Background: an optimization exercise with open tools, aiming at small area, a short achievable clock period and few clock cycles per item. Do not read the settings as production practice.
RTL that was checked went through simulation tests only; none was proved equivalent to the original.
Only the layout flow was run in runs 5 to 8; the RTL was not checked for function there.
No activity file was given, so power comes from the tool's default toggle rates.

### flow/constraint.sdc
create_clock -name core_clock -period 10.0 [get_ports {clk}]
set_input_delay 2.0000 -clock core_clock [delete_from_list [all_inputs] [get_ports {clk}]]
set_output_delay 2.0000 -clock core_clock [all_outputs]
set_load 0.01 [all_outputs]
### flow/config.mk
export PLATFORM = sky130hd
export DESIGN_NAME = ATCONV
export DESIGN_NICKNAME = ATCONV
export VERILOG_FILES = /design/flow/design.v
export SDC_FILE = /design/flow/constraint.sdc
export NUM_CORES = 4
export LEC_CHECK = 0
export CAP_MARGIN = 20
export CORE_MARGIN = 2
export CORE_UTILIZATION = 40
export SLEW_MARGIN = 20
### flow/run.sh
#!/bin/bash
# synth_recipe.tcl (not shown) runs the flow's synth.tcl, then flattens the netlist and writes it again
# the make line also repeats each setting of config.mk as NAME=value (left out here)
make -C /OpenROAD-flow-scripts/flow DESIGN_CONFIG=/design/flow/config.mk WORK_HOME=/design/flow/orfs CLKGATE_MAP_FILE= SYNTH_SCRIPT=/design/flow/synth_recipe.tcl finish
### flow/design.v
`timescale 1ns/10ps
module  ATCONV(
	input		clk,
	input		reset,
	output 	    busy,
	input		ready,
	output reg	[11:0]	iaddr,
	input signed [12:0]	idata,
	output	reg 	cwr,
	output  reg	[11:0]	caddr_wr,
	output reg 	[12:0] 	cdata_wr,
	output	reg 	crd,
	output  	[11:0] 	caddr_rd,
	input 	[12:0] 	cdata_rd,
	output reg 	csel
	);
	localparam K = 4;           
	localparam L = K + 2;       
	reg        run;
	reg [2:0]  ci;
	reg [5:0]  s;
	reg        cp;
	reg [4:0]  b;
	assign busy = run;
	wire tail   = b[4] & (s == 6'd2);
	wire last_i = tail ? (ci == 3'd4) : (ci == L-1);
	reg [2:0] n_ci;
	reg [5:0] n_s;
	reg       n_cp;
	reg [4:0] n_b;
	always @(*) begin
		n_ci = ci + 3'd1;
		n_s  = s;
		n_cp = cp;
		n_b  = b;
		if (last_i) begin
			n_ci = 3'd0;
			if (b[4]) begin
				if (s != 6'd2) n_s = s + 6'd1;
			end else if (s == 6'd32) begin
				n_s = 6'd0;
				n_cp = ~cp;
				if (cp) n_b = b + 5'd1;
			end else
				n_s = s + 6'd1;
		end
	end
	wire [7:0] row  = {b[4:1], 3'b000} + {7'd0, b[0]} + {4'd0, ci, 1'b0} - 8'd2;
	wire [5:0] rowc = row[7] ? 6'd0 : (row[6] ? 6'd63 : row[5:0]);
	wire [5:0] sm1  = s - 6'd1;
	wire [5:0] s32  = 6'd32 - s;
	wire [5:0] col  = cp ? ((s == 6'd0) ? 6'd0 : {sm1[4:0], 1'b1})
	                     : ((s == 6'd0) ? 6'd63 : {s32[4:0], 1'b0});
	wire wv = (ci >= 3'd2) &
	          (((s >= 6'd2) & ~b[4]) | ((s == 6'd0) & ((b != 5'd0) | cp)));
	wire fl = (s == 6'd0);      
	reg [12:0] pix, x1, x2;
	always @(posedge clk) begin
		pix <= idata;
		x1  <= pix;
		x2  <= x1;
	end
	reg [3:0] wvp;           
	reg [1:0] flp;           
	always @(posedge clk or posedge reset) begin
		if (reset) begin
			wvp <= 4'b0000;
			flp <= 2'b00;
		end else begin
			wvp <= {wvp[2:0], wv & run};
			flp <= {flp[0], fl};
		end
	end
	reg [17*L-1:0] Pring;
	reg [16*L-1:0] Nring;
	wire [15:0] sx2 = {{3{x2[12]}}, x2};
	wire [15:0] spx = {{3{pix[12]}}, pix};
	wire [15:0] v   = sx2 + spx + {x1[12], x1, 2'b00};                                   
	wire [16:0] cc  = {x1, 4'b0000} - {sx2[15], sx2, 1'b0} - {spx[15], spx, 1'b0} - 17'd188;  
	reg  [15:0] Vr, Xo;
	reg  [16:0] Cr;
	always @(posedge clk) begin
		Vr <= v;
		Xo <= flp[1] ? Nring[31:16] : v;
		Cr <= cc;
	end
	wire [16:0] t2 = Pring[16:0] - {Xo[15], Xo};           
	wire [16:0] Pn = Cr - {Nring[15], Nring[15:0]};
	reg  [12:0] t2r;
	always @(posedge clk) begin
		Pring <= {Pn, Pring[17*L-1:17]};
		Nring <= {Vr, Nring[16*L-1:16]};
		t2r   <= t2[16:4];
	end
	wire ok0 = ~t2r[12] & (|t2r[11:0]) & (t2r[11:0] < 12'hFF5);
	wire [12:0] l0 = {1'b0, t2r[11:0] & {12{ok0}}};
	reg [5:0] wrow, wcol;
	always @(posedge clk or posedge reset) begin
		if (reset) begin
			wrow <= 6'd0;
			wcol <= 6'd62;
		end else if (wvp[3]) begin
			if (wrow[2:1] != 2'b11)
				wrow <= wrow + 6'd2;
			else begin
				wrow <= wrow - 6'd6;
				if (wcol == 6'd63) begin
					wcol <= 6'd62;
					wrow <= wrow[0] ? wrow + 6'd1 : wrow - 6'd5;
				end else if (wcol == 6'd0)
					wcol <= 6'd1;
				else if (wcol[0])
					wcol <= wcol + 6'd2;
				else
					wcol <= wcol - 6'd2;
			end
		end
	end
	reg [12:0] pc;             
	reg        pst, pwp, c0;
	reg [12:0] mx;
	assign caddr_rd = {pc[11:7], pc[1], pc[6:2], pc[0]};
	wire [3:0]  ng  = pc[12:9] + {3'd0, crd & (&pc[8:0])};
	wire [3:0]  g   = b[4:1];
	wire        pen = ~ng[3] & (((s >= 6'd2) | cp | b[0]) ? (ng < g) : (ng + 4'd1 < g));
	wire [9:0]  l1a = pc[11:2] - 10'd1;
	wire [8:0]  mxi = mx[12:4] + 9'd1;
	wire [12:0] l1 = (mx[3:0] != 4'd0) ? {mxi, 4'b0000} : mx;
	wire wr1  = (ci == 3'd4) & pwp;
	wire done = cwr & csel & (caddr_wr[9:0] == 10'h3FF);
	always @(posedge clk) begin
		if (crd) mx <= (c0 | (cdata_rd > mx)) ? cdata_rd : mx;
		cdata_wr <= wr1 ? l1 : l0;
		caddr_wr <= wr1 ? {2'b00, l1a} : {wrow, wcol};
		if (!run) iaddr <= 12'd63;
		else iaddr <= {rowc, col};
	end
	always @(posedge clk or posedge reset) begin
		if (reset) begin
			run <= 1'b0;
			ci <= 3'd1; s <= 6'd0; cp <= 1'b0; b <= 5'd0;
			pc <= 13'd0; pst <= 1'b0; pwp <= 1'b0; c0 <= 1'b0;
			crd <= 1'b0; cwr <= 1'b0; csel <= 1'b0;
		end else begin
			if (!run) begin
				run <= ready;
				cwr <= 1'b0;
				crd <= 1'b0;
				csel <= 1'b0;
				c0 <= 1'b0;
			end else if (done) begin
				run <= 1'b0;
				ci <= 3'd1; s <= 6'd0; cp <= 1'b0; b <= 5'd0;
				pc <= 13'd0; pst <= 1'b0; pwp <= 1'b0; c0 <= 1'b0;
				crd <= 1'b0; cwr <= 1'b0; csel <= 1'b0;
			end else begin
				ci <= n_ci; s <= n_s; cp <= n_cp; b <= n_b;
				pc <= pc + {12'd0, crd};
				if (ci == 3'd3) begin
					pst <= pen;
					pwp <= pst;
					crd <= pen;
					c0  <= pen;
				end else begin
					c0 <= 1'b0;
					crd <= (ci == 3'd4 || ci == 3'd5) ? 1'b0 : pst;
				end
				cwr  <= wvp[3] | wr1;
				csel <= wr1;
			end
		end
	end
endmodule
==> flow_metrics.tcl, run 1 <==
set metrics [dict create \
    h-tree-depth 2 \
    io_buffers 81 \
    yosys_register_bits 400 \
    die_area_um2 39620 \
    grt_pass1_wl_mm 43.23 \
    vias_per_cell 4.694 \
    cts.path.max_buffers 3 \
    cts-root-buf "clkbuf_16" \
    fin_nets 1639 \
    rsz0062_at_grt "false" \
    synth_edf_count 13 \
    fin_area_um2 17940 \
    clk_pin_slew_ns 0.06 \
    cp.arrival_ns 4.11 \
    run_status "timing/DRC/antenna clean" \
    worstSetupStartpointType "primary input" \
    grt_antenna_before_repair 0 \
    fin_crit_sh_pct 38.39 \
    syn_area_um2 15220 \
    synthToLayoutAreaGrowth_pct 17.91 \
    finalPower_mw 5.744 \
    ys_types 74 \
    vias 9374 \
    overflow 0 \
    max_freq_mhz 260.5 \
    slew_headroom_pct 43.17 \
    clock-sinks 400 \
    cts_resized 0 \
    ir_drop_mv 0.1216 \
    post_route_cells_drive_above_1_share_pct 7.470 \
    die_h_um 199.0 \
    synthFlopType "dfxtp_1" \
    required_ns 10.27 \
    ioPinCount 82 \
    clk_latency_ns 0.56 \
    cts_hold_buffers 0 \
    synth-async-reset-ratio_pct 13.25 \
    diodes 0 \
    grt_pass1_vias 9173 \
    setup_violations 0 \
    postSynthAreaPerCell_um2 11.18 \
    hold_path.class "flop to flop" \
    path_class "primary input to flop" \
    layout_commonest_cell "dfxtp_1" \
    post_cts_buffers 0 \
    dr.pass1.iters 5 \
    worstPathMaxFanout 8 \
    rows 71 \
    start_util_pct 40.50 \
    die_width_um 199.0 \
    hpwl_mm 18.73 \
    syn_nets 1546 \
    yosysWarnings 1 \
    tightest_slew_ns 0.8460 \
    end_kind "flop" \
    cts_buffers 41 \
    min_period_ns 3.839 \
    wl_per_cell_um 12.74 \
    tritoncts "yes" \
    placed_cells 1922 \
    final_cell_mix "dfxtp_1 (334), ha_1 (128), inv_1 (109)" \
    report.final.slew_viol_count 0 \
    synth_cells 1361 \
    drv_cap 0 \
    core_area_um2 37580 \
    postRouteAntennaNets 0 \
    grtUsageTotal_pct 13.50 \
    drcViolationCount 0 \
    grt_max_degree 54 \
    total_leakage_power_nw 7.874 \
    place_area_um2 16520 \
    seq_area_frac_synth_pct 55.27 \
    final-hold-violation-count 0 \
    gp_congestion 0.7903 \
    drt_iter0_markers 427 \
    fin_cells 1997 \
    wirelength_mm 25.45 \
    clock_skew_ns 0.01354 \
    tns_ns 0 \
    p_per_area_nw_per_um2 320.1 \
]
[logic make-up (layout without fill, tap and decap cells)]
group	count (synthesis)	in the layout	share of synthesized area, %
xor+xnor	98	98	5.640
buf+inv	148	273	3.988
compound gates	233	233	9.850
simple gates	308	308	9.727
mux	18	18	1.316
flops	400	400	55.27
fa+ha+maj	156	156	14.21
[flip-flops by register name, indices dropped and copies added (netlist names), 15 cells and up, named ones only]
| name | flops |
|---|---|
| Vr | 15 |
| Xo | 16 |
| Pring | 102 |
| Cr | 16 |
| Nring | 96 |
[metal layers]
layer  routed length, um  up-vias  track usage [%]
li1                    -     4821                -
met1               12570     4334            18.03
met2               11040      175            21.28
met3                1185       44            3.086
met4                 654        0            5.113
met5                   0        -                0
[worst max-delay path: stages]
cell and delay [ns]:
clkdlybuf4s50_1 0.44, ha_1 0.30, nor2b_1 0.13, o21a_1 0.12, o21ai_0 0.07, nand2b_1 0.07
a21oi_1 0.07, o21a_1 0.17, a21oi_1 0.46, buf_4 0.28
[cell type report]
| class | instances | area, um2 |
|---|---|---|
| Clock buffer | 55 | 1150 |
| Clock inverter | 20 | 270.3 |
| Fill cell | 3406 | 19640 |
| Inverter | 111 | 416.7 |
| Multi-Input combinational cell | 813 | 6200 |
| Sequential cell | 400 | 8411 |
| Tap cell | 511 | 639.4 |
| Timing Repair Buffer | 87 | 855.8 |
[worst paths after layout]
check	startpoint	endpoint	slack (ns)	cells past startpoint
setup / recovery	cdata_rd[1]	mx[1]	6.16	10
hold / removal	Pring[22]	Pring[5]	0.32	0
setup reg to reg	pc[2]	pst	6.70	14
hold reg to reg	Pring[22]	Pring[5]	0.32	0
max in group asynchronous	reset	b[2]	7.57	3
min in group asynchronous	reset	wrow[0]	1.94	3
[Yosys cell counts, drive strengths merged, types with 20 or more instances]
cell,count,share of area [%]
o21ai,61,2.1
nor3,28,0.92
dfrtp,47,7.7
nand4,20,0.82
fa,28,3.7
xnor2,63,3.6
inv,111,2.7
dfxtp,334,44
xor2,35,2.0
a21o,23,1.1
ha,128,11
nand2,79,1.9
nand3,38,1.2
nor2,81,2.0
a21oi,68,2.3
[through the flow]
stage | hold slack (ns) | worst slack, ns | util [%]
after global placement | 0.3096 | 5.325 | 43.95
final | 0.3150 | 6.161 | 47.75
after CTS | 0.3125 | 6.200 | 47.75
after floorplan | 0.3096 | 6.085 | -
after global routing | 0.3218 | 6.052 | 47.75
after detailed placement | 0.3121 | 5.570 | 43.97
[where the power goes]
group	leakage [nW]	switching, mW	internal [mW]	total, mW
Combinational	3.56	0.905	0.819	1.72
Clock	0.693	0.626	0.926	1.55
Sequential	3.62	0.226	2.24	2.47
Total	7.87	1.76	3.99	5.74
Testbench counts, summed over its fixed seeds: cycles 223,808, images 32.
==> run 2, diff against run 1 <==
==> flow/flow/run.sh (new file) <==
#!/bin/bash
set -euo pipefail
export BUFFER_PORTS_ARGS="-buffer_cell sky130_fd_sc_hd__buf_4"
export SETUP_SLACK_MARGIN=6.5
bash standard.sh > standard.log 2>&1
==> flow/standard.sh (new file) <==
#!/bin/bash
# synth_recipe.tcl (not shown) runs the flow's synth.tcl, then flattens the netlist and writes it again
# the make line also repeats each setting of config.mk as NAME=value (left out here)
make -C /OpenROAD-flow-scripts/flow DESIGN_CONFIG=/design/flow/config.mk WORK_HOME=/design/flow/orfs CLKGATE_MAP_FILE= SYNTH_SCRIPT=/design/flow/synth_recipe.tcl "${@:-finish}"
removed: flow/run.sh
==> flow_metrics.tcl, run 2 <==
set metrics [dict create \
    run_status "timing/DRC/antenna clean" \
    setup_violations 0 \
    cts_buffers 42 \
    worst-path-buf-inv 1 \
    drcViolationCount 0 \
    grt_pass1_wl_mm 43.30 \
    slew_headroom_pct 44.25 \
    core_area_um2 37580 \
    dr.pass1.iters 5 \
    start_util_pct 40.50 \
    rows 71 \
    synthFlopType "dfxtp_1" \
    h-tree-depth 2 \
    max_freq_mhz 303.6 \
    layout_commonest_cell "dfxtp_1" \
    end_kind "output port" \
    cts.path.max_buffers 3 \
    synthSimpleGateAreaFrac_pct 9.727 \
    slowest_stage "dfrtp_1" \
    post_route_cells_drive_above_1_share_pct 13.64 \
    clock-sinks 400 \
    die_h_um 199.0 \
    gp_congestion 0.7922 \
    grt_max_degree 54 \
    wl_per_cell_um 12.94 \
    final-hold-violation-count 0 \
    worstSetupStartpointType "flop" \
    synth-async-reset-ratio_pct 13.25 \
    final_cell_mix "dfxtp_1 (334), ha_1 (128), inv_1 (109)" \
    fin_crit_sh_pct 32.94 \
    grt_antenna_before_repair 0 \
    syn_area_um2 15220 \
    regMostFlops "Pring" \
    reg.largest.list "Pring x102, Nring x96" \
    tns_ns 0 \
    yosys_register_bits 400 \
    postSynthAreaPerCell_um2 11.18 \
    cp_slowest_stage_delay_ns 0.55 \
    synth_compound_area_share_pct 9.850 \
    cts-root-buf "clkbuf_16" \
    p_per_area_nw_per_um2 325.0 \
    clock_skew_ns 0.02901 \
    required_ns 8.00 \
    ir_drop_mv 0.1344 \
    grt_pass1_vias 9173 \
    synthMuxAreaShare_pct 1.316 \
    utilization_pct 47.43 \
    cp_cell_sequence "buf_4" \
    total_leakage_power_nw 7.997 \
    yosys.area_share.adder_pct 14.21 \
    drv_cap 0 \
    clk_latency_ns 0.57 \
    cp.arrival_ns 1.29 \
    syn_nets 1546 \
    synth_edf_count 13 \
    rsz0062_at_grt "false" \
    postRouteAntennaNets 0 \
    tritoncts "yes" \
    path_class "flop to output port" \
    fin_area_um2 17820 \
    synth_area_leaders "dfxtp_1 (44%), ha_1 (11%), dfrtp_1 (7.7%), fa_1 (3.7%), xnor2_1 (3.6%)" \
    tightest_slew_ns 0.8299 \
    diodes 0 \
    largest_reg_flops 102 \
    clk_pin_slew_ns 0.06 \
    min_period_ns 3.294 \
    vias 9358 \
    grtUsageTotal_pct 13.57 \
    die_area_um2 39620 \
    synth_cells 1361 \
    yosysTopAreaCellShare_pct 43.94 \
    place_area_um2 16330 \
    ioPinCount 82 \
    finalPower_mw 5.792 \
    synth_common_cells "dfxtp_1 (334), ha_1 (128), inv_1 (110)" \
    synth_xor_xnor_area_share_pct 5.641 \
    fillers 3470 \
    wirelength_mm 25.86 \
    vias_per_cell 4.681 \
    yosysWarnings 1 \
    drt_iter0_markers 316 \
    hpwl_mm 18.87 \
    synth_top_family_by_area "adder cells" \
    cts_hold_buffers 0 \
    io_buffers 81 \
    report.final.slew_viol_count 0 \
    die_width_um 199.0 \
    synthToLayoutAreaGrowth_pct 17.12 \
    synth_most_common_cell "dfxtp_1" \
    overflow 0 \
    cp_top_family "flip-flops" \
    yosys.area.top_type "dfxtp_1" \
    worstPathMaxFanout 11 \
    hold_path.class "flop to flop" \
    seq_area_frac_synth_pct 55.27 \
    holdWs_ns 0.2951 \
    ys_types 74 \
    fin_nets 1639 \
]
[run 2: cell counts after synthesis]
Identical to the previous run, type by type.
[run 2: cells by family after synthesis]
kind of cell,count (synthesis)
AO/OA/AOI/OAI,233
flip-flops,400
multiplexers,18
AND/OR/NAND/NOR,308
XOR/XNOR,98
adder cells (fa/ha/maj),156
buffers and inverters,148
[run 2: worst paths after layout]
kind / cells past startpoint / to / startpoint / slack [ns]
hold / removal: 0 / Nring[24] / Nring[40] / 0.30
hold reg to reg: 0 / Nring[24] / Nring[40] / 0.30
setup / recovery: 1 / caddr_rd[3] / pc[4] / 6.71
min in group asynchronous: 3 / run / reset / 1.62
setup reg to reg: 12 / Cr[14] / pix[1] / 6.77
max in group asynchronous: 3 / pc[3] / reset / 7.87
[run 2: cell type report]
class | instances | area, um2 | share of cell area [%]
tap | 511 | 639.4 | 3.587
inverter | 111 | 416.7 | 2.338
sequential | 400 | 8413 | 47.21
timing repair buffer | 86 | 645.6 | 3.623
clock buffer | 54 | 1199 | 6.726
clock inverter | 24 | 287.8 | 1.615
multi-input combinational | 813 | 6221 | 34.91
[run 2: through the flow]
stage / cells / worst slack [ns]
final: 1999 / 6.706
after global routing: 1999 / 6.535
after CTS: 1999 / 6.668
after detailed placement: 1921 / 6.187
after global placement: 1921 / 6.230
after floorplan: 1361 / 6.502
[run 2: what timing repair did]
action | in CTS | in global routing
resized for setup | 0 | 3
endpoints found under the hold margin | 0 | 0
setup buffers | 0 | 0
endpoints found under the setup margin | 0 | 3
[run 2: worst reg2reg max path, cell delays in order (launching register included)]
cell       delay [ns]
dfxtp_1          0.31
ha_1             0.30
inv_1            0.05
ha_1             0.29
ha_1             0.21
fa_1             0.44
a211oi_2         0.29
o21ai_1          0.15
a2111oi_2        0.47
nor2_1           0.13
a21o_1           0.19
a211oi_1         0.21
nor2_1           0.07
[run 2: routing by layer]
layer	GRT usage, %	vias up	routed length [um]
met5	0	-	0
met4	4.726	0	558
met3	3.103	39	1222
met2	21.99	141	11480
met1	17.79	4353	12600
li1	-	4825	-
[run 2: power by group]
part / internal (mW) / total (mW) / switching (mW) / leakage, nW
Combinational: 0.790 / 1.70 / 0.911 / 3.66
Clock: 0.966 / 1.61 / 0.649 / 0.722
Sequential: 2.24 / 2.48 / 0.233 / 3.61
Total: 4.00 / 5.79 / 1.79 / 8.00
==> run 3, diff against run 2 <==
--- a/flow/config.mk
+++ b/flow/config.mk
@@ -8,4 +8,6 @@
 export CAP_MARGIN = 20
 export CORE_MARGIN = 2
 export CORE_UTILIZATION = 40
+export CTS_CLUSTER_DIAMETER = 80
+export CTS_CLUSTER_SIZE = 20
 export SLEW_MARGIN = 20
==> flow_metrics.tcl, run 3 <==
set metrics [dict create \
    run_status "timing/DRC/antenna clean" \
    cp_cell_sequence "buf_4" \
    rows 71 \
    swShare_pct 31.92 \
    synth_most_common_cell "dfxtp_1" \
    postRouteAntennaNets 0 \
    cts.path.max_buffers 3 \
    core_area_um2 37580 \
    fin_nets 1624 \
    final-hold-violation-count 0 \
    clock_skew_ns 0.03065 \
    synth_area_leaders "dfxtp_1 (44%), ha_1 (11%), dfrtp_1 (7.7%), fa_1 (3.7%), xnor2_1 (3.6%)" \
    postSynthAreaPerCell_um2 11.18 \
    die_h_um 199.0 \
    worst-path-buf-inv 1 \
    grt_pass1_vias 8929 \
    grt_max_degree 54 \
    gp_congestion 0.7922 \
    max_freq_mhz 303.4 \
    drt_iter0_markers 315 \
    seq_area_frac_synth_pct 55.27 \
    layout_commonest_cell "dfxtp_1" \
    path_class "flop to output port" \
    h-tree-depth 1 \
    wirelength_mm 25.29 \
    setup_ws_ns 6.704 \
    drcViolationCount 0 \
    drv_cap 0 \
    overflow 0 \
    yosysTopAreaCellShare_pct 43.94 \
    vias_per_cell 4.698 \
    cp_top_family "flip-flops" \
    total_leakage_power_nw 7.690 \
    synth_cells 1361 \
    clock-sinks 400 \
    tritoncts "yes" \
    fin_crit_sh_pct 32.96 \
    required_ns 8.00 \
    seq_area_um2 8413 \
    ys_types 74 \
    ir_drop_mv 0.1633 \
    multiInputGateArea_um2 6221 \
    setup_violations 0 \
    cp_slowest_stage_delay_ns 0.56 \
    ioPinCount 82 \
    clk_latency_ns 0.56 \
    report.final.slew_viol_count 0 \
    synth_edf_count 13 \
    cts-root-buf "clkbuf_16" \
    p_comb_share_pct 32.2 \
    post_route_cells_drive_above_1_share_pct 11.38 \
    dr.pass1.iters 4 \
    hold_path.class "flop to flop" \
    slowest_stage "dfrtp_1" \
    finalPower_mw 5.277 \
    die_width_um 199.0 \
    reg.largest.list "Pring x102, Nring x96" \
    final_cell_mix "dfxtp_1 (334), ha_1 (128), inv_1 (109)" \
    synthFlopType "dfxtp_1" \
    start_util_pct 40.50 \
    end_kind "output port" \
    yosysWarnings 1 \
    p_per_area_nw_per_um2 307.0 \
    grt_antenna_before_repair 0 \
    synthToLayoutAreaGrowth_pct 12.94 \
    io_buffers 81 \
    fillers 3537 \
    pwr-share-seq_pct 46.8 \
    worstPathMaxFanout 11 \
    slew_headroom_pct 43.06 \
    yosys.area.top_type "dfxtp_1" \
    synth_common_cells "dfxtp_1 (334), ha_1 (128), inv_1 (110)" \
    p_switching_mw 1.684 \
    grtUsageTotal_pct 13.12 \
    placed_cells 1921 \
    syn_area_um2 15220 \
    yosys_register_bits 400 \
    worstSetupStartpointType "flop" \
    largest_reg_flops 102 \
    die_area_um2 39620 \
    place_ws_ns 6.187 \
    diodes 0 \
    grt_pass1_wl_mm 42.40 \
    rsz0062_at_grt "false" \
    hpwl_mm 18.87 \
    tightest_slew_ns 0.8475 \
    synth-async-reset-ratio_pct 13.25 \
    syn_nets 1546 \
    regMostFlops "Pring" \
    min_period_ns 3.296 \
    tns_ns 0 \
    cts_buffers 27 \
    vias 9213 \
    power_frac_clock_pct 21.0 \
    cp.arrival_ns 1.30 \
    fin_cells 1961 \
    wl_per_cell_um 12.90 \
    cellInternalPower_mw 3.593 \
    clk_pin_slew_ns 0.08 \
]
run 3: cell counts after synthesis:
No cell type changed its count.
run 3: logic make-up (layout without fill, tap and decap cells):
group                    count (synthesis)  count (layout)  synth area share, %
XOR/XNOR                                98              98                5.640
AO/OA/AOI/OAI                          233             233                9.850
adder cells (fa/ha/maj)                156             156                14.21
AND/OR/NAND/NOR                        308             308                9.727
buffers and inverters                  148             237                3.988
flip-flops                             400             400                55.27
multiplexers                            18              18                1.316
run 3: worst paths after layout:
| check | from | endpoint | slack, ns | depth (start not counted) |
|---|---|---|---|---|
| max | pc[4] | caddr_rd[3] | 6.70 | 1 |
| min | Pring[25] | Pring[8] | 0.32 | 0 |
| max reg2reg | pix[1] | Cr[14] | 6.79 | 12 |
| min reg2reg | Pring[25] | Pring[8] | 0.32 | 0 |
| max in group asynchronous | reset | pc[2] | 7.85 | 3 |
| min in group asynchronous | reset | run | 1.63 | 3 |
run 3: area by class of cell:
| class | instances | area share [%] |
|---|---|---|
| well taps | 511 | 3.720 |
| multi-input cells | 813 | 36.20 |
| clock inverters | 7 | 0.6407 |
| inverters | 111 | 2.424 |
| flip-flops and latches | 400 | 48.95 |
| repair buffers | 86 | 3.757 |
| clock buffers | 33 | 4.310 |
run 3: metrics by stage:
| stage | util (%) | hold WS (ns) | instance area (um2) |
|---|---|---|---|
| global route | 45.74 | 0.3281 | 17190 |
| finish | 45.74 | 0.3172 | 17190 |
| detailed placement | 43.45 | 0.3121 | 16330 |
| CTS | 45.72 | 0.3226 | 17180 |
| global placement | 43.45 | 0.3095 | 16330 |
| floorplan | - | 0.3096 | 15230 |
run 3: layer usage:
layer / vias up / track usage (%) / wire [um]
met2: 117 / 21.58 / 11140
met4: 0 / 3.814 / 527
li1: 4763 / - / -
met1: 4301 / 17.90 / 12710
met5: - / 0 / 0
met3: 32 / 1.950 / 910
run 3: power by group through the flow:
stage	logic (mW)	clock network, mW	registers, mW
after floorplan	1.31	0	2.45
after global placement	1.67	0	2.50
after detailed placement	1.71	0	2.52
after CTS	1.72	1.16	2.48
after global routing	1.94	1.22	2.54
final	1.70	1.11	2.47
run 3: timing repair:
item                                    CTS  global route
hold buffers                              0             0
endpoints found under the setup margin    0             3
resized for setup                         0             3
setup buffers                             0             0
==> run 4, diff against run 3 <==
--- a/flow/config.mk
+++ b/flow/config.mk
@@ -8,6 +8,6 @@
 export CAP_MARGIN = 20
 export CORE_MARGIN = 2
 export CORE_UTILIZATION = 40
-export CTS_CLUSTER_DIAMETER = 80
-export CTS_CLUSTER_SIZE = 20
+export CTS_CLUSTER_DIAMETER = 100
+export CTS_CLUSTER_SIZE = 25
 export SLEW_MARGIN = 20
==> flow_metrics.tcl, run 4 <==
set metrics [dict create \
    run_status "timing/DRC/antenna clean" \
    reg.largest.list "Pring x102, Nring x96" \
    dr.pass1.iters 4 \
    ff2ff_path_depth 12 \
    place_ws_ns 6.187 \
    regToRegSetupSlack_ns 6.79 \
    hpwl_mm 18.87 \
    layout_commonest_cell "dfxtp_1" \
    rr_startpoint "pix[1]" \
    finalPower_mw 5.037 \
    die_h_um 199.0 \
    power_frac_clock_pct 17.3 \
    clk_pin_slew_ns 0.10 \
    slowest_stage "dfrtp_1" \
    seq_area_frac_synth_pct 55.27 \
    cts.path.max_buffers 3 \
    grt_pass1_wl_mm 42.12 \
    end_kind "output port" \
    wl_per_cell_um 12.79 \
    cts_resized 0 \
    critPathLaunch "pc[4]" \
    postRouteAntennaNets 0 \
    top_layer_used "met4" \
    grt_pass1_vias 8933 \
    total_leakage_power_nw 7.556 \
    max_freq_mhz 305.4 \
    synth-async-reset-ratio_pct 13.25 \
    tns_ns 0 \
    clock_skew_ns 0.01447 \
    yosysWarnings 1 \
    start_util_pct 40.50 \
    p_per_area_nw_per_um2 297.8 \
    ioPinCount 82 \
    tritoncts "yes" \
    tightest_slew_ns 0.8469 \
    synthFlopType "dfxtp_1" \
    clock-sinks 400 \
    cp_cell_sequence "buf_4" \
    cts_hold_buffers 0 \
    setup_violations 0 \
    cp_top_family "flip-flops" \
    yosys.area.top_type "dfxtp_1" \
    gp_congestion 0.7922 \
    met3_length_um 829 \
    wl_met2_mm 11.03 \
    cp.arrival_ns 1.27 \
    yosys_register_bits 400 \
    synthToLayoutAreaGrowth_pct 11.14 \
    clk_latency_ns 0.52 \
    swShare_pct 32.13 \
    h-tree-depth 1 \
    final-hold-violation-count 0 \
    cts-root-buf "clkbuf_16" \
    cp-endpoint "caddr_rd[3]" \
    cp.depth 1 \
    vias_per_cell 4.688 \
    synth_edf_count 13 \
    grt_antenna_before_repair 0 \
    synth_common_cells "dfxtp_1 (334), ha_1 (128), inv_1 (110)" \
    wl_met1_mm 12.59 \
    regMostFlops "Pring" \
    worstSetupStartpointType "flop" \
    min_period_ns 3.274 \
    overflow 0 \
    ys_types 74 \
    drt_iter0_markers 347 \
    io_buffers 81 \
    wirelength_mm 24.93 \
    postSynthAreaPerCell_um2 11.18 \
    required_ns 8.00 \
    cellInternalPower_mw 3.418 \
    pwr-share-seq_pct 49.0 \
    core_area_um2 37580 \
    ir_drop_mv 0.1396 \
    timing.rr.end "Cr[14]" \
    p_switching_mw 1.618 \
    report.final.slew_viol_count 0 \
    grtUsageTotal_pct 12.91 \
    path_class "flop to output port" \
    syn_nets 1546 \
    synth_cells 1361 \
    p_comb_share_pct 33.6 \
    cts_buffers 20 \
    die_area_um2 39620 \
    grt_max_degree 54 \
    worst-path-buf-inv 1 \
    fin_crit_sh_pct 32.74 \
    setup_ws_ns 6.726 \
    diodes 0 \
    die_width_um 199.0 \
    post_cts_buffers 0 \
    final_cell_mix "dfxtp_1 (334), ha_1 (128), inv_1 (109)" \
    synth_most_common_cell "dfxtp_1" \
    syn_area_um2 15220 \
    largest_reg_flops 102 \
    post_route_cells_drive_above_1_share_pct 10.63 \
    synth_area_leaders "dfxtp_1 (44%), ha_1 (11%), dfrtp_1 (7.7%), fa_1 (3.7%), xnor2_1 (3.6%)" \
    worstPathMaxFanout 11 \
    fin_nets 1617 \
    slew_headroom_pct 43.11 \
    yosysTopAreaCellShare_pct 43.94 \
    hold_path.class "flop to flop" \
    hold_depth 0 \
    vias 9142 \
    cp_slowest_stage_delay_ns 0.56 \
    drcViolationCount 0 \
    rsz0062_at_grt "false" \
    drv_cap 0 \
    rows 71 \
]
==> run 4: cell counts after synthesis <==
No cell type changed its count.
==> run 4: how the worst min path moves through the flow <==
stage | from | endpoint | slack, ns
floorplan | Nring[32] | Nring[16] | 0.31
global placement | Pring[52] | Pring[35] | 0.31
detailed placement | Nring[40] | Nring[24] | 0.31
CTS | Nring[91] | Nring[75] | 0.32
global route | Pring[67] | Pring[50] | 0.33
finish | Nring[91] | Nring[75] | 0.32
==> run 4: through the flow <==
stage | hold WS [ns] | utilization [%] | instances | area (um2)
2_1_floorplan | 0.3096 | - | 1361 | 15230
3_3_place_gp | 0.3095 | 43.45 | 1921 | 16330
3_5_place_dp | 0.3121 | 43.45 | 1921 | 16330
4_1_cts | 0.3236 | 44.99 | 1950 | 16910
5_1_grt | 0.3297 | 45.01 | 1950 | 16910
6_report | 0.3213 | 45.01 | 1950 | 16910
==> run 4: final cells by class <==
| type | count | area (um2) |
|---|---|---|
| multi-input cells | 813 | 6221 |
| fillers | 3572 | 20660 |
| clock buffers | 26 | 544.3 |
| flip-flops and latches | 400 | 8413 |
| well taps | 511 | 639.4 |
| inverters | 111 | 416.7 |
| clock inverters | 3 | 32.53 |
| repair buffers | 86 | 645.6 |
==> run 4: cells by family (layout without fill, tap and decap cells) <==
kind of cell	Yosys count	after routing	share of synthesized area [%]
flip-flops	400	400	55.27
AND/OR/NAND/NOR	308	308	9.727
AO/OA/AOI/OAI	233	233	9.850
adder cells (fa/ha/maj)	156	156	14.21
buffers and inverters	148	226	3.988
XOR/XNOR	98	98	5.640
multiplexers	18	18	1.316
==> run 4: power groups by stage <==
stage	Clock (mW)	Combinational (mW)	Sequential [mW]
after floorplan	0	1.31	2.45
final	0.872	1.69	2.47
after CTS	0.914	1.72	2.48
after detailed placement	0	1.71	2.52
after global routing	0.970	1.94	2.54
after global placement	0	1.67	2.50
==> run 4: per-layer routing <==
layer / vias to the layer above / global-route usage, %
met5: - / 0
met4: 0 / 3.013
met3: 25 / 1.746
met2: 115 / 21.41
met1: 4260 / 17.86
li1: 4742 / -
==> run 5, diff against run 4 <==
--- a/flow/design.v
+++ b/flow/design.v
@@ -16,6 +16,19 @@
 	);
 	localparam K = 4;           
 	localparam L = K + 2;       
+	function [12:0] inc13;
+		input [12:0] x;
+		input ci;
+		reg c;
+		integer i;
+		begin
+			c = ci;
+			for (i = 0; i < 13; i = i + 1) begin
+				inc13[i] = x[i] ^ c;
+				c = c & x[i];
+			end
+		end
+	endfunction
 	reg        run;
 	reg [2:0]  ci;
 	reg [5:0]  s;
@@ -61,31 +74,32 @@
 		x2  <= x1;
 	end
 	reg [3:0] wvp;           
-	reg [1:0] flp;           
+	reg [2:0] flp;           
 	always @(posedge clk or posedge reset) begin
 		if (reset) begin
 			wvp <= 4'b0000;
-			flp <= 2'b00;
+			flp <= 3'b000;
 		end else begin
 			wvp <= {wvp[2:0], wv & run};
-			flp <= {flp[0], fl};
+			flp <= {flp[1:0], fl};
 		end
 	end
 	reg [17*L-1:0] Pring;
 	reg [16*L-1:0] Nring;
 	wire [15:0] sx2 = {{3{x2[12]}}, x2};
 	wire [15:0] spx = {{3{pix[12]}}, pix};
-	wire [15:0] v   = sx2 + spx + {x1[12], x1, 2'b00};                                   
-	wire [16:0] cc  = {x1, 4'b0000} - {sx2[15], sx2, 1'b0} - {spx[15], spx, 1'b0} - 17'd188;  
-	reg  [15:0] Vr, Xo;
+	wire [15:0] v   = sx2 + spx + {x1[12], x1, 2'b00} + 16'd94;                 
+	wire [16:0] cc  = {x1, 4'b0000} - {sx2[15], sx2, 1'b0} - {spx[15], spx, 1'b0};  
+	reg  [15:0] Vr;
 	reg  [16:0] Cr;
 	always @(posedge clk) begin
 		Vr <= v;
-		Xo <= flp[1] ? Nring[31:16] : v;
 		Cr <= cc;
 	end
-	wire [16:0] t2 = Pring[16:0] - {Xo[15], Xo};           
-	wire [16:0] Pn = Cr - {Nring[15], Nring[15:0]};
+	wire [15:0] Nh = Nring[15:0];
+	wire [15:0] Xo = flp[2] ? Nh : Vr;
+	wire [16:0] t2 = Pring[16:0] - {Xo[15], Xo};    
+	wire [16:0] Pn = Cr - {Nh[15], Nh};
 	reg  [12:0] t2r;
 	always @(posedge clk) begin
 		Pring <= {Pn, Pring[17*L-1:17]};
@@ -120,9 +134,9 @@
 	reg        pst, pwp, c0;
 	reg [12:0] mx;
 	assign caddr_rd = {pc[11:7], pc[1], pc[6:2], pc[0]};
+	reg  [3:0]  rg;            
 	wire [3:0]  ng  = pc[12:9] + {3'd0, crd & (&pc[8:0])};
-	wire [3:0]  g   = b[4:1];
-	wire        pen = ~ng[3] & (((s >= 6'd2) | cp | b[0]) ? (ng < g) : (ng + 4'd1 < g));
+	wire        pen = ~ng[3] & (ng < rg);
 	wire [9:0]  l1a = pc[11:2] - 10'd1;
 	wire [8:0]  mxi = mx[12:4] + 9'd1;
 	wire [12:0] l1 = (mx[3:0] != 4'd0) ? {mxi, 4'b0000} : mx;
@@ -139,9 +153,10 @@
 		if (reset) begin
 			run <= 1'b0;
 			ci <= 3'd1; s <= 6'd0; cp <= 1'b0; b <= 5'd0;
-			pc <= 13'd0; pst <= 1'b0; pwp <= 1'b0; c0 <= 1'b0;
+			pc <= 13'd0; pst <= 1'b0; pwp <= 1'b0; c0 <= 1'b0; rg <= 4'd0;
 			crd <= 1'b0; cwr <= 1'b0; csel <= 1'b0;
 		end else begin
+			rg <= ((s >= 6'd2) | cp | b[0]) ? b[4:1] : ((b[4:1] == 4'd0) ? 4'd0 : b[4:1] - 4'd1);
 			if (!run) begin
 				run <= ready;
 				cwr <= 1'b0;
@@ -155,7 +170,7 @@
 				crd <= 1'b0; cwr <= 1'b0; csel <= 1'b0;
 			end else begin
 				ci <= n_ci; s <= n_s; cp <= n_cp; b <= n_b;
-				pc <= pc + {12'd0, crd};
+				pc <= inc13(pc, crd);
 				if (ci == 3'd3) begin
 					pst <= pen;
 					pwp <= pst;
==> flow_metrics.tcl, run 5 <==
set metrics [dict create \
    run_status "timing/DRC/antenna clean" \
    final_cell_mix "dfxtp_1 (318), ha_1 (133), inv_1 (126)" \
    total_leakage_power_nw 7.578 \
    finalPower_mw 5.254 \
    met1_usage_pct 18.17 \
    regMostFlops "Pring" \
    setup_violations 0 \
    fin_nets 1610 \
    grt.busiest_layer "met2" \
    yosysWarnings 1 \
    die_area_um2 39010 \
    grt_antenna_before_repair 0 \
    use_met3_pct 1.742 \
    synthMuxAreaShare_pct 1.145 \
    dr.pass1.iters 4 \
    core_area_um2 36790 \
    synth_compound_area_share_pct 10.18 \
    die_width_um 197.5 \
    holdWs_ns 0.3080 \
    worstSetupStartpointType "flop" \
    cts.path.max_buffers 3 \
    synth_top_family_by_area "adder cells" \
    rows 70 \
    end_kind "output port" \
    diodes 0 \
    grt_pass1_vias 9083 \
    synth-async-reset-ratio_pct 14.91 \
    cp.arrival_ns 1.35 \
    pwr-share-seq_pct 47.3 \
    ioPinCount 82 \
    synth_xor_xnor_area_share_pct 5.380 \
    place_ws_ns 6.023 \
    p_per_area_nw_per_um2 314.7 \
    synthToLayoutAreaGrowth_pct 11.48 \
    min_period_ns 3.348 \
    cellInternalPower_mw 3.492 \
    h-tree-depth 1 \
    wirelength_mm 26.15 \
    required_ns 8.00 \
    yosys.area.top_type "dfxtp_1" \
    seq_area_frac_synth_pct 54.85 \
    report.final.slew_viol_count 0 \
    vias 9053 \
    clk_pin_slew_ns 0.10 \
    ir_drop_mv 0.1390 \
    io_buffers 81 \
    postRouteAntennaNets 0 \
    synth_cells 1339 \
    p_switching_mw 1.763 \
    ys_types 62 \
    fin_crit_sh_pct 33.48 \
    tritoncts "yes" \
    drv_cap 0 \
    p_comb_share_pct 35.8 \
    syn_area_um2 14980 \
    synth_most_common_cell "dfxtp_1" \
    synth_edf_count 13 \
    synth_area_leaders "dfxtp_1 (43%), ha_1 (11%), dfrtp_1 (8.7%), xnor2_1 (4.3%), fa_1 (4.0%)" \
    setup_ws_ns 6.652 \
    wl_per_cell_um 13.81 \
    grt_pass1_wl_mm 43.44 \
    yosysTopAreaCellShare_pct 42.51 \
    cts-root-buf "clkbuf_16" \
    reg.largest.list "Pring x102, Nring x96, Cr x16" \
    clock_skew_ns 0.02675 \
    grt_max_degree 59 \
    layout_commonest_cell "dfxtp_1" \
    power_frac_clock_pct 16.9 \
    yosys_register_bits 389 \
    hpwl_mm 19.58 \
    synthFlopType "dfxtp_1" \
    vias_per_cell 4.782 \
    swShare_pct 33.55 \
    synthSimpleGateAreaFrac_pct 8.889 \
    clk_latency_ns 0.53 \
    path_class "flop to output port" \
    gp_congestion 0.8519 \
    postSynthAreaPerCell_um2 11.19 \
    drcViolationCount 0 \
    cts_buffers 20 \
    post_route_cells_drive_above_1_share_pct 9.474 \
    clock-sinks 389 \
    tightest_slew_ns 0.9403 \
    die_h_um 197.5 \
    grtUsageTotal_pct 13.56 \
    drt_iter0_markers 347 \
    rsz0062_at_grt "true" \
    final-hold-violation-count 0 \
    cts_hold_buffers 0 \
    grt_util_met2_pct 22.86 \
    hold_path.class "flop to flop" \
    yosys.area_share.adder_pct 15.20 \
    synth_common_cells "dfxtp_1 (318), ha_1 (134), inv_1 (127)" \
    tns_ns 0 \
    slew_headroom_pct 36.83 \
    overflow 0 \
    start_util_pct 40.71 \
    worstPathMaxFanout 38 \
    max_freq_mhz 298.7 \
    syn_nets 1532 \
    largest_reg_flops 102 \
]
-- run 5: changes by cell type after synthesis, sizes merged, moves of 9 or more --
cell / delta
mux2: -15
inv: +16
o21ai: +9
dfxtp: -16
nor2: -22
xor2: -16
mux2i: +14
xnor2: +10
nand3: -19
-- run 5: path summary, 6_finish.rpt --
check                           from         to  slack, ns  cells past startpoint
setup / recovery                 run       busy       6.65                      2
hold / removal             Pring[34]  Pring[17]       0.31                      0
setup reg to reg               x1[0]     Vr[14]       6.77                     14
hold reg to reg            Pring[34]  Pring[17]       0.31                      0
max in group asynchronous      reset     flp[2]       7.79                      3
min in group asynchronous      reset        run       1.65                      3
-- run 5: critical path, cell delays in order (launching register included) --
cell and delay [ns]:
dfrtp_1 0.35, buf_6 0.27, buf_4 0.18
-- run 5: final cells by class --
| class | instances | area (um2) |
|---|---|---|
| multi-input combinational | 792 | 6150 |
| clock inverter | 3 | 43.79 |
| fill | 3406 | 20090 |
| tap | 468 | 585.6 |
| timing repair buffer | 86 | 661.9 |
| sequential | 389 | 8217 |
| clock buffer | 27 | 558.0 |
| inverter | 128 | 480.5 |
-- run 5: power groups by stage --
stage / clock network [mW] / logic (mW) / registers (mW)
6_report: 0.889 / 1.88 / 2.49
5_1_grt: 0.985 / 2.13 / 2.55
4_1_cts: 0.932 / 1.89 / 2.50
3_5_place_dp: 0 / 1.88 / 2.53
3_3_place_gp: 0 / 1.84 / 2.51
2_1_floorplan: 0 / 1.44 / 2.44
-- run 5: per-layer routing --
metal  share of wire [%]  vias up
li1                    -     4657
met1                  49     4205
met2                  45      144
met3                 3.1       47
met4                 2.8        0
met5                   0        -
-- run 5: logic make-up (layout without fill, tap and decap cells) --
logic type                 Yosys count  in the layout
xor gates and xnor gates            92             92
DFF                                389            389
AOI/OAI and AO/OA                  247            247
buffers and inverters              158            244
adders and majority gates          164            164
muxes                               17             17
and+or+nand+nor                    272            272
-- run 5: through the flow --
stage	utilization, %	instance area, um2	std cells
finish	45.39	16700	1893
global route	45.39	16700	1893
CTS	45.29	16660	1892
detailed placement	43.65	16060	1862
global placement	43.65	16060	1862
floorplan	-	15000	1339
-- run 5: timing repair --
item | in CTS | in global routing
resized for setup | 1 | 2
setup buffers | 0 | 1
setup endpoints to repair | 1 | 12
pin swaps | 0 | 1
==> run 6, diff against run 5 <==
--- a/flow/design.v
+++ b/flow/design.v
@@ -30,11 +30,12 @@
 		end
 	endfunction
 	reg        run;
+	reg        busy_r;    
 	reg [2:0]  ci;
 	reg [5:0]  s;
 	reg        cp;
 	reg [4:0]  b;
-	assign busy = run;
+	assign busy = busy_r;
 	wire tail   = b[4] & (s == 6'd2);
 	wire last_i = tail ? (ci == 3'd4) : (ci == L-1);
 	reg [2:0] n_ci;
@@ -141,7 +142,7 @@
 	wire [8:0]  mxi = mx[12:4] + 9'd1;
 	wire [12:0] l1 = (mx[3:0] != 4'd0) ? {mxi, 4'b0000} : mx;
 	wire wr1  = (ci == 3'd4) & pwp;
-	wire done = cwr & csel & (caddr_wr[9:0] == 10'h3FF);
+	reg  done;     
 	always @(posedge clk) begin
 		if (crd) mx <= (c0 | (cdata_rd > mx)) ? cdata_rd : mx;
 		cdata_wr <= wr1 ? l1 : l0;
@@ -149,8 +150,11 @@
 		if (!run) iaddr <= 12'd63;
 		else iaddr <= {rowc, col};
 	end
+	always @(posedge clk)
+		busy_r <= ~reset & (run ? ~done : ready);
 	always @(posedge clk or posedge reset) begin
 		if (reset) begin
+			done <= 1'b0;
 			run <= 1'b0;
 			ci <= 3'd1; s <= 6'd0; cp <= 1'b0; b <= 5'd0;
 			pc <= 13'd0; pst <= 1'b0; pwp <= 1'b0; c0 <= 1'b0; rg <= 4'd0;
@@ -166,7 +170,7 @@
 			end else if (done) begin
 				run <= 1'b0;
 				ci <= 3'd1; s <= 6'd0; cp <= 1'b0; b <= 5'd0;
-				pc <= 13'd0; pst <= 1'b0; pwp <= 1'b0; c0 <= 1'b0;
+				pc <= 13'd0; pst <= 1'b0; pwp <= 1'b0; c0 <= 1'b0; done <= 1'b0;
 				crd <= 1'b0; cwr <= 1'b0; csel <= 1'b0;
 			end else begin
 				ci <= n_ci; s <= n_s; cp <= n_cp; b <= n_b;
@@ -182,6 +186,7 @@
 				end
 				cwr  <= wvp[3] | wr1;
 				csel <= wr1;
+				done <= wr1 & (l1a == 10'h3FF);
 			end
 		end
 	end
==> flow/flow/run.sh (replaced) <==
#!/bin/bash
set -euo pipefail
export BUFFER_PORTS_ARGS="-buffer_cell sky130_fd_sc_hd__buf_2"
export SETUP_SLACK_MARGIN=6.5
bash standard.sh > standard.log 2>&1
--- a/flow/config.mk
+++ b/flow/config.mk
@@ -9,5 +9,5 @@
 export CORE_MARGIN = 2
 export CORE_UTILIZATION = 40
 export CTS_CLUSTER_DIAMETER = 100
-export CTS_CLUSTER_SIZE = 25
+export CTS_CLUSTER_SIZE = 30
 export SLEW_MARGIN = 20
==> flow_metrics.tcl, run 6 <==
set metrics [dict create \
    synth_cells 1343 \
    reg.largest.list "Pring x102, Nring x96, Cr x16" \
    post_cts_buffers 0 \
    ir_drop_mv 0.1358 \
    cp_top_family "flip-flops" \
    dr.pass1.iters 5 \
    run_status "timing/DRC/antenna clean" \
    cts_buffers 17 \
    overflow 0 \
    ys_types 75 \
    required_ns 8.00 \
    grt_max_degree 61 \
    p_per_area_nw_per_um2 298.6 \
    rows 71 \
    cellInternalPower_mw 3.290 \
    postRouteAntennaNets 0 \
    layout_commonest_cell "dfxtp_1" \
    synth_edf_count 13 \
    grt_antenna_before_repair 0 \
    grtUsageTotal_pct 13.53 \
    postSynthAreaPerCell_um2 11.29 \
    placed_cells 1902 \
    vias_per_cell 4.734 \
    wirelength_mm 26.27 \
    yosysTopAreaCellShare_pct 42.13 \
    fin_cells 1926 \
    drv_cap 0 \
    worstPathMaxFanout 11 \
    clock_skew_ns 0.01453 \
    synthFlopType "dfxtp_1" \
    synth_common_cells "dfxtp_1 (319), ha_1 (135), inv_1 (116)" \
    tns_ns 0 \
    min_from "Pring[83]" \
    post_route_cells_drive_above_1_share_pct 9.611 \
    diodes 0 \
    largest_reg_flops 102 \
    regMostFlops "Pring" \
    setup_violations 0 \
    worstSetupStartpointType "flop" \
    hold_depth 0 \
    clock-sinks 391 \
    fin_crit_sh_pct 33.53 \
    multiInputGateArea_um2 6262 \
    die_h_um 198.7 \
    cp_cell_sequence "buf_2" \
    grt_pass1_wl_mm 43.64 \
    grt_pass1_vias 8832 \
    cp.depth 1 \
    h-tree-depth 1 \
    tritoncts "yes" \
    p_comb_share_pct 35.5 \
    gp_congestion 0.8256 \
    wl_per_cell_um 13.64 \
    pwr-share-seq_pct 48.6 \
    seq_area_frac_synth_pct 54.50 \
    yosys_register_bits 391 \
    hpwl_mm 19.74 \
    synth-async-reset-ratio_pct 15.09 \
    end_kind "output port" \
    seq_area_um2 8260 \
    syn_area_um2 15160 \
    fin_area_um2 16520 \
    rr_startpoint "x1[0]" \
    yosysWarnings 1 \
    vias 9118 \
    place_area_um2 16040 \
    synthToLayoutAreaGrowth_pct 8.990 \
    rsz0062_at_grt "false" \
    start_util_pct 40.43 \
    core_area_um2 37490 \
    final_cell_mix "dfxtp_1 (319), ha_1 (135), inv_1 (115)" \
    report.final.slew_viol_count 0 \
    slowest_stage "dfrtp_1" \
    cts_resized 0 \
    cts.path.max_buffers 3 \
    fillers 3556 \
    tightest_slew_ns 1.067 \
    swShare_pct 33.32 \
    cp.arrival_ns 1.35 \
    synth_most_common_cell "dfxtp_1" \
    min_period_ns 3.353 \
    ioPinCount 82 \
    cp_slowest_stage_delay_ns 0.61 \
    max_freq_mhz 298.3 \
    die_width_um 198.7 \
    clk_pin_slew_ns 0.11 \
    synth_area_leaders "dfxtp_1 (42%), ha_1 (11%), dfrtp_1 (8.8%), fa_1 (4.0%), xnor2_1 (3.5%)" \
    cts_hold_buffers 0 \
    path_class "flop to output port" \
    drcViolationCount 0 \
    yosys.area.top_type "dfxtp_1" \
    drt_iter0_markers 444 \
    fin_nets 1604 \
    io_buffers 81 \
    total_leakage_power_nw 7.561 \
    cts-root-buf "clkbuf_16" \
    final-hold-violation-count 0 \
    syn_nets 1537 \
    hold_path.class "flop to flop" \
    slew_headroom_pct 28.20 \
    ff2ff_path_depth 13 \
    power_frac_clock_pct 16.0 \
    worst-path-buf-inv 1 \
    critPathLaunch "pc[7]" \
    p_switching_mw 1.643 \
    die_area_um2 39470 \
    clk_latency_ns 0.52 \
]
-- run 6: cell types whose count changed in the layout (fill, tap and decap cells not counted), moves of 10 or more --
| cell | delta |
|---|---|
| a31oi_1 | +10 |
| buf_2 | +81 |
| a22o_1 | +11 |
| nand2_1 | -10 |
| inv_1 | -11 |
| buf_4 | -80 |
| xnor2_1 | -13 |
-- run 6: final timing paths --
path                       slack (ns)     endpoint
max                              6.65  caddr_rd[7]
max reg2reg                      6.76       Vr[14]
min in group asynchronous        1.72        pc[7]
min reg2reg                      0.33    Pring[66]
min                              0.33    Pring[66]
max in group asynchronous        7.77         s[4]
-- run 6: power groups by stage --
stage	clock network, mW	registers (mW)	logic (mW)
finish	0.788	2.40	1.75
global route	0.876	2.47	1.99
CTS	0.830	2.41	1.76
detailed placement	0	2.44	1.75
global placement	0	2.42	1.73
floorplan	0	2.39	1.35
-- run 6: metal layers --
layer / track usage (%) / up-vias / share of wire [%]
met5: 0 / - / 0
met1: 19.28 / 4235 / 50
met4: 3.676 / 0 / 2.1
met2: 21.46 / 150 / 44
li1: - / 4704 / -
met3: 1.984 / 29 / 4.0
-- run 6: final cells by class --
| class | count | share of cell area, % |
|---|---|---|
| sequential | 391 | 50.00 |
| multi-input combinational | 798 | 37.91 |
| tap | 511 | 3.870 |
| inverter | 117 | 2.681 |
| timing repair buffer | 85 | 2.636 |
| clock buffer | 18 | 2.598 |
| clock inverter | 6 | 0.3030 |
-- run 6: through the flow --
| stage | util (%) | power, mW | worst slack [ns] | hold WS, ns |
|---|---|---|---|---|
| floorplan | - | 3.740 | 6.564 | 0.3096 |
| global placement | 42.79 | 4.147 | 6.283 | 0.3096 |
| detailed placement | 42.79 | 4.192 | 6.218 | 0.3121 |
| CTS | 44.07 | 4.998 | 6.590 | 0.3326 |
| global route | 44.07 | 5.333 | 6.563 | 0.3353 |
| finish | 44.07 | 4.933 | 6.647 | 0.3279 |
-- run 6: logic make-up (layout without fill, tap and decap cells) --
kind of cell             after synthesis  after routing  share of synthesized area, %
AO/OA/AOI/OAI                        265            265                         11.39
buffers and inverters                154            226                         4.284
flip-flops                           391            391                         54.50
adder cells (fa/ha/maj)              165            165                         15.11
multiplexers                          21             21                         1.428
XOR/XNOR                              80             80                         4.623
AND/OR/NAND/NOR                      267            267                         8.668
==> run 7, diff against run 6 <==
--- a/flow/config.mk
+++ b/flow/config.mk
@@ -9,5 +9,5 @@
 export CORE_MARGIN = 2
 export CORE_UTILIZATION = 40
 export CTS_CLUSTER_DIAMETER = 100
-export CTS_CLUSTER_SIZE = 30
+export CTS_CLUSTER_SIZE = 25
 export SLEW_MARGIN = 20
==> flow_metrics.tcl, run 7 <==
set metrics [dict create \
    synth_common_cells "dfxtp_1 (319), ha_1 (135), inv_1 (116)" \
    end_kind "output port" \
    worstSetupStartpointType "flop" \
    synthToLayoutAreaGrowth_pct 9.807 \
    setup_violations 0 \
    yosys.area_share.adder_pct 15.11 \
    largest_reg_flops 102 \
    post_cts_buffers 0 \
    cts.path.max_buffers 3 \
    postSynthAreaPerCell_um2 11.29 \
    synth_cells 1343 \
    cts-root-buf "clkbuf_16" \
    fin_crit_sh_pct 33.63 \
    grtUsageTotal_pct 13.72 \
    worstPathMaxFanout 11 \
    drv_cap 0 \
    tns_ns 0 \
    synthFlopType "dfxtp_1" \
    post_route_cells_drive_above_1_share_pct 9.705 \
    die_area_um2 39470 \
    clock-sinks 391 \
    cp_top_family "flip-flops" \
    grt_max_degree 61 \
    rows 71 \
    seq_area_um2 8260 \
    fillers 3562 \
    fin_nets 1608 \
    layout_commonest_cell "dfxtp_1" \
    met1_usage_pct 19.36 \
    overflow 0 \
    grt_antenna_before_repair 0 \
    synth-async-reset-ratio_pct 15.09 \
    min_period_ns 3.363 \
    ir_drop_mv 0.1427 \
    synth_most_common_cell "dfxtp_1" \
    slowest_stage "dfrtp_1" \
    use_met3_pct 2.306 \
    vias_per_cell 4.735 \
    synth_edf_count 13 \
    h-tree-depth 1 \
    ioPinCount 82 \
    synth_compound_area_share_pct 11.39 \
    synth_xor_xnor_area_share_pct 4.623 \
    reg.largest.list "Pring x102, Nring x96, Cr x16" \
    slew_headroom_pct 28.23 \
    syn_area_um2 15160 \
    seq_area_frac_synth_pct 54.50 \
    cp_cell_sequence "buf_2" \
    regMostFlops "Pring" \
    worst-path-buf-inv 1 \
    grt_util_met2_pct 21.74 \
    synth_area_leaders "dfxtp_1 (42%), ha_1 (11%), dfrtp_1 (8.8%), fa_1 (4.0%), xnor2_1 (3.5%)" \
    wl_per_cell_um 13.72 \
    io_buffers 81 \
    drcViolationCount 0 \
    cp.arrival_ns 1.36 \
    path_class "flop to output port" \
    grt_pass1_vias 8852 \
    required_ns 8.00 \
    core_area_um2 37490 \
    ys_types 75 \
    run_status "timing/DRC/antenna clean" \
    diodes 0 \
    die_width_um 198.7 \
    yosys_register_bits 391 \
    dr.pass1.iters 6 \
    synthSimpleGateAreaFrac_pct 8.668 \
    cts_hold_buffers 0 \
    rsz0062_at_grt "false" \
    report.final.slew_viol_count 0 \
    max_freq_mhz 297.4 \
    synthMuxAreaShare_pct 1.428 \
    yosys.area.top_type "dfxtp_1" \
    synth_top_family_by_area "adder cells" \
    gp_congestion 0.8256 \
    die_h_um 198.7 \
    wirelength_mm 26.53 \
    grt.busiest_layer "met2" \
    grt_pass1_wl_mm 44.02 \
    cts_buffers 20 \
    hold_path.class "flop to flop" \
    final_cell_mix "dfxtp_1 (319), ha_1 (135), inv_1 (115)" \
    vias 9152 \
    holdWs_ns 0.3159 \
    place_area_um2 16040 \
    hpwl_mm 19.74 \
    p_per_area_nw_per_um2 302.8 \
    syn_nets 1537 \
    yosysTopAreaCellShare_pct 42.13 \
    cts_resized 0 \
    tritoncts "yes" \
    multiInputGateArea_um2 6262 \
    cp_slowest_stage_delay_ns 0.60 \
    clk_latency_ns 0.54 \
    yosysWarnings 1 \
    drt_iter0_markers 500 \
    fin_area_um2 16640 \
    clock_skew_ns 0.01648 \
    clk_pin_slew_ns 0.10 \
    postRouteAntennaNets 0 \
    total_leakage_power_nw 7.622 \
    final-hold-violation-count 0 \
    tightest_slew_ns 1.067 \
    start_util_pct 40.43 \
]
## run 7: cell types whose count changed in the layout (fill, tap and decap cells not counted), sizes merged
cell / change
clkbuf: +10
clkinv: -3
buf: +1
clkinvlp: -1
## run 7: stage by stage
stage	power, mW	util, %	setup WS (ns)	std cells
after floorplan	3.740	-	6.564	1343
after global placement	4.147	42.79	6.283	1902
after detailed placement	4.192	42.79	6.218	1902
after CTS	5.102	44.38	6.568	1932
after global routing	5.443	44.40	6.540	1933
final	5.039	44.40	6.637	1933
## run 7: cell families after synthesis
kind of cell	count (synthesis)
fa+ha+maj	165
simple gates	267
buf+inv	154
compound gates	265
flops	391
xor+xnor	80
mux	21
## run 7: worst reg2reg max path, cell delays in order, from the launching register on
cell and delay (ns):
dfxtp_1 0.39, inv_1 0.06, ha_1 0.29, fa_1 0.46
inv_1 0.07, ha_1 0.17, inv_1 0.06, fa_1 0.41
nor2b_1 0.11, o21ai_0 0.09, a21o_1 0.21, a211oi_1 0.45
a221oi_1 0.21, xnor2_1 0.16
## run 7: area by class of cell
| cell class | count | share of cell area, % |
|---|---|---|
| clock inverters | 2 | 0.2180 |
| repair buffers | 86 | 2.646 |
| inverters | 117 | 2.661 |
| clock buffers | 28 | 3.375 |
| well taps | 511 | 3.842 |
| multi-input cells | 798 | 37.63 |
| flip-flops and latches | 391 | 49.63 |
## run 7: path summary, 6_finish.rpt
check                      cells past startpoint           to  slack, ns       from
setup / recovery                               1  caddr_rd[7]       6.64      pc[7]
hold / removal                                 0    Pring[80]       0.32  Pring[97]
setup reg to reg                              13       Vr[14]       6.75      x1[0]
hold reg to reg                                0    Pring[80]       0.32  Pring[97]
max in group asynchronous                      3         s[4]       7.78      reset
min in group asynchronous                      3       pc[11]       1.70      reset
## run 7: metal layers
metal / vias up / wire length, um
met2: 160 / 11630
met5: - / 0
met1: 4244 / 13300
li1: 4711 / -
met3: 37 / 1133
met4: 0 / 472
## run 7: power by group
part	leakage (nW)	switching, mW	internal [mW]
Clock	0.290	0.488	0.403
Sequential	3.58	0.217	2.18
Combinational	3.76	0.961	0.791
Total	7.62	1.66	3.37
==> run 8, diff against run 7 <==
--- a/flow/design.v
+++ b/flow/design.v
@@ -52,7 +52,7 @@
 			if (b[4]) begin
 				if (s != 6'd2) n_s = s + 6'd1;
 			end else if (s == 6'd32) begin
-				n_s = 6'd0;
+				n_s = cp ? 6'd0 : 6'd1;
 				n_cp = ~cp;
 				if (cp) n_b = b + 5'd1;
 			end else
@@ -65,9 +65,8 @@
 	wire [5:0] s32  = 6'd32 - s;
 	wire [5:0] col  = cp ? ((s == 6'd0) ? 6'd0 : {sm1[4:0], 1'b1})
 	                     : ((s == 6'd0) ? 6'd63 : {s32[4:0], 1'b0});
-	wire wv = (ci >= 3'd2) &
-	          (((s >= 6'd2) & ~b[4]) | ((s == 6'd0) & ((b != 5'd0) | cp)));
-	wire fl = (s == 6'd0);      
+	wire fl = (s == 6'd0) | (cp & (s == 6'd1));    
+	wire wv = (ci >= 3'd2) & (((s >= 6'd2) & ~b[4]) | (fl & ((b != 5'd0) | cp)));
 	reg [12:0] pix, x1, x2;
 	always @(posedge clk) begin
 		pix <= idata;
@@ -134,10 +133,11 @@
 	reg [12:0] pc;             
 	reg        pst, pwp, c0;
 	reg [12:0] mx;
-	assign caddr_rd = {pc[11:7], pc[1], pc[6:2], pc[0]};
+	assign caddr_rd = {pc[11:9], pc[3:2], pc[1], pc[8:4], pc[0]};
 	reg  [3:0]  rg;            
-	wire [3:0]  ng  = pc[12:9] + {3'd0, crd & (&pc[8:0])};
-	wire        pen = ~ng[3] & (ng < rg);
+	wire [10:0] nb  = pc[12:2] + {10'd0, crd & (&pc[1:0])};    
+	wire        pen = ~nb[10] & (({1'b0, nb[9:7]} < rg) |
+	                  (({1'b0, nb[9:7]} == b[4:1]) & b[0] & cp & ({1'b0, nb[6:2]} + 6'd4 <= s)));
 	wire [9:0]  l1a = pc[11:2] - 10'd1;
 	wire [8:0]  mxi = mx[12:4] + 9'd1;
 	wire [12:0] l1 = (mx[3:0] != 4'd0) ? {mxi, 4'b0000} : mx;
@@ -146,7 +146,7 @@
 	always @(posedge clk) begin
 		if (crd) mx <= (c0 | (cdata_rd > mx)) ? cdata_rd : mx;
 		cdata_wr <= wr1 ? l1 : l0;
-		caddr_wr <= wr1 ? {2'b00, l1a} : {wrow, wcol};
+		caddr_wr <= wr1 ? {2'b00, l1a[9:7], l1a[1:0], l1a[6:2]} : {wrow, wcol};
 		if (!run) iaddr <= 12'd63;
 		else iaddr <= {rowc, col};
 	end
==> flow_metrics.tcl, run 8 <==
set metrics [dict create \
    total_leakage_power_nw 7.655 \
    grt_antenna_before_repair 0 \
    yosys.area.top_type "dfxtp_1" \
    fin_cells 1996 \
    grt_pass1_vias 9542 \
    final-hold-violation-count 0 \
    cts-root-buf "clkbuf_16" \
    synth_cells 1405 \
    p_per_area_nw_per_um2 248.7 \
    post_cts_buffers 0 \
    rsz0062_at_grt "false" \
    tns_ns 0 \
    die_width_um 200.4 \
    synth_edf_count 13 \
    hold_path.class "flop to flop" \
    worstSetupStartpointType "flop" \
    gp_congestion 0.8677 \
    wl_met2_mm 12.12 \
    slew_headroom_pct 35.27 \
    drv_cap 0 \
    cp_cell_sequence "buf_2" \
    core_area_um2 37840 \
    syn_area_um2 15430 \
    required_ns 8.00 \
    holdWs_ns 0.3235 \
    drt_iter0_markers 403 \
    synth_most_common_cell "dfxtp_1" \
    diodes 0 \
    clock_skew_ns 0.01325 \
    synth_common_cells "dfxtp_1 (319), ha_1 (139), inv_1 (130)" \
    wl_met1_mm 13.65 \
    worstPathMaxFanout 11 \
    fin_crit_sh_pct 33.30 \
    cts.path.max_buffers 3 \
    grt_max_degree 61 \
    top_layer_used "met4" \
    layout_commonest_cell "dfxtp_1" \
    cts_buffers 20 \
    dr.pass1.iters 5 \
    cp.arrival_ns 1.33 \
    hpwl_mm 20.61 \
    overflow 0 \
    ioPinCount 82 \
    met3_length_mm 1.113 \
    die_h_um 200.4 \
    grt_pass1_wl_mm 46.29 \
    die_area_um2 40170 \
    synthFlopType "dfxtp_1" \
    clock-sinks 391 \
    start_util_pct 40.78 \
    cp_slowest_stage_delay_ns 0.58 \
    slowest_stage "dfrtp_1" \
    tightest_slew_ns 0.9636 \
    vias_per_cell 4.828 \
    seq_area_frac_synth_pct 53.53 \
    synthToLayoutAreaGrowth_pct 9.997 \
    reg.largest.list "Pring x102, Nring x96, Cr x16" \
    ys_types 72 \
    post_route_cells_drive_above_1_share_pct 9.158 \
    max_freq_mhz 300.3 \
    io_buffers 81 \
    min_period_ns 3.330 \
    syn_nets 1603 \
    report.final.slew_viol_count 0 \
    largest_reg_flops 102 \
    fillers 3559 \
    vias 9636 \
    yosys_register_bits 391 \
    wl_per_cell_um 13.72 \
    yosysTopAreaCellShare_pct 41.38 \
    setup_violations 0 \
    end_kind "output port" \
    fin_nets 1676 \
    postSynthAreaPerCell_um2 10.98 \
    clk_latency_ns 0.54 \
    regMostFlops "Pring" \
    rows 71 \
    cp_top_family "flip-flops" \
    grtUsageTotal_pct 13.78 \
    yosysWarnings 1 \
    run_status "timing/DRC/antenna clean" \
    postRouteAntennaNets 0 \
    path_class "flop to output port" \
    finalPower_mw 4.222 \
    h-tree-depth 1 \
    ir_drop_mv 0.1340 \
    worst-path-buf-inv 1 \
    synth-async-reset-ratio_pct 15.09 \
    utilization_pct 44.86 \
    wirelength_mm 27.39 \
    drcViolationCount 0 \
    clk_pin_slew_ns 0.10 \
    final_cell_mix "dfxtp_1 (319), ha_1 (138), inv_1 (129)" \
    placed_cells 1967 \
    tritoncts "yes" \
    synth_area_leaders "dfxtp_1 (41%), ha_1 (11%), dfrtp_1 (8.6%), xnor2_1 (4.4%), fa_1 (3.9%)" \
]
==> run 8: changes by cell type after synthesis, moves of 6 or more <==
cell / change
a21o_1: -10
a22o_1: -8
inv_1: +14
nand2_1: +17
nor2_1: +11
nor3_1: +6
nor4_1: +6
o21a_1: +6
o21ai_0: +20
xnor2_1: +18
==> run 8: stage by stage <==
stage,area (um2),setup slack (ns)
6_report,16980,6.670
5_1_grt,16980,6.521
2_1_floorplan,15460,6.505
4_1_cts,16930,6.564
3_5_place_dp,16350,6.254
3_3_place_gp,16350,6.273
==> run 8: repair_timing <==
action                                  CTS  global route
resized for setup                         1             7
pin swaps                                 0             0
hold buffers                              0             0
cloned                                    0             0
endpoints found under the setup margin    2             4
==> run 8: layer usage <==
metal  vias up  GRT usage (%)
li1       4910              -
met1      4527          19.16
met2       160          22.40
met3        39          2.208
met4         0          3.571
met5         -              0
==> run 8: final timing paths <==
kind                           start          end  slack (ns)  cells after the start
setup / recovery               pc[4]  caddr_rd[1]        6.67                      1
max in group asynchronous      reset          crd        7.77                      3
min in group asynchronous      reset        pc[5]        1.68                      3
hold / removal             Pring[48]    Pring[31]        0.32                      0
setup reg to reg                 crd          crd        6.82                     15
hold reg to reg            Pring[48]    Pring[31]        0.32                      0
==> run 8: cell families after synthesis <==
group	count (synthesis)	share of synthesized area (%)
muxes	20	1.305
AOI/OAI and AO/OA	257	10.44
and+or+nand+nor	307	9.721
DFF	391	53.53
xor gates and xnor gates	97	5.505
adders and majority gates	169	15.16
buffers and inverters	164	4.338
==> run 8: final cells by class <==
class                           instances  area [um2]  area share [%]
Timing Repair Buffer                   85       435.4           2.565
Clock buffer                           24       515.5           3.037
Clock inverter                          5       66.31          0.3907
Multi-Input combinational cell        850        6564           38.67
Tap cell                              511       639.4           3.766
Sequential cell                       391        8263           48.68
Inverter                              130       491.7           2.897
==> run 8: power breakdown <==
group | internal (mW) | switching, mW | total (mW)
Combinational | 0.509 | 0.610 | 1.12
Clock | 0.378 | 0.487 | 0.866
Sequential | 2.08 | 0.155 | 2.24

[re-timing with driven ports]
How much do the figures lean on ideal ports? The routed layouts below were timed once more, with nothing changed but the port constraints. Step 1 assumes that a clkbuf_16 drives the clock port and a buf_2 every other input. Step 2, shift: input delay + t, output delay - t, t = (earliest + latest rising clock arrival at the registers) / 2. This alone moves slack from input paths to output paths. Slacks: ideal ports / drivers / drivers and shift; pairs: ideal ports / drivers.
| run | shift t [ns] | setup WS [ns] |
|---|---|---|
| run 1 | 0.611 | 6.161 / 6.189 / 5.578 |
| run 2 | 0.607 | 6.706 / 6.654 / 6.181 |
| run 3 | 0.597 | 6.704 / 6.652 / 6.192 |
| run 4 | 0.569 | 6.726 / 6.672 / 6.193 |
| run 5 | 0.569 | 6.652 / 6.605 / 6.166 |
| run 6 | 0.568 | 6.647 / 6.596 / 6.278 |
| run 7 | 0.581 | 6.637 / 6.587 / 6.262 |
| run 8 | 0.583 | 6.670 / 6.618 / 6.225 |
After both steps every run listed still meets setup and hold.
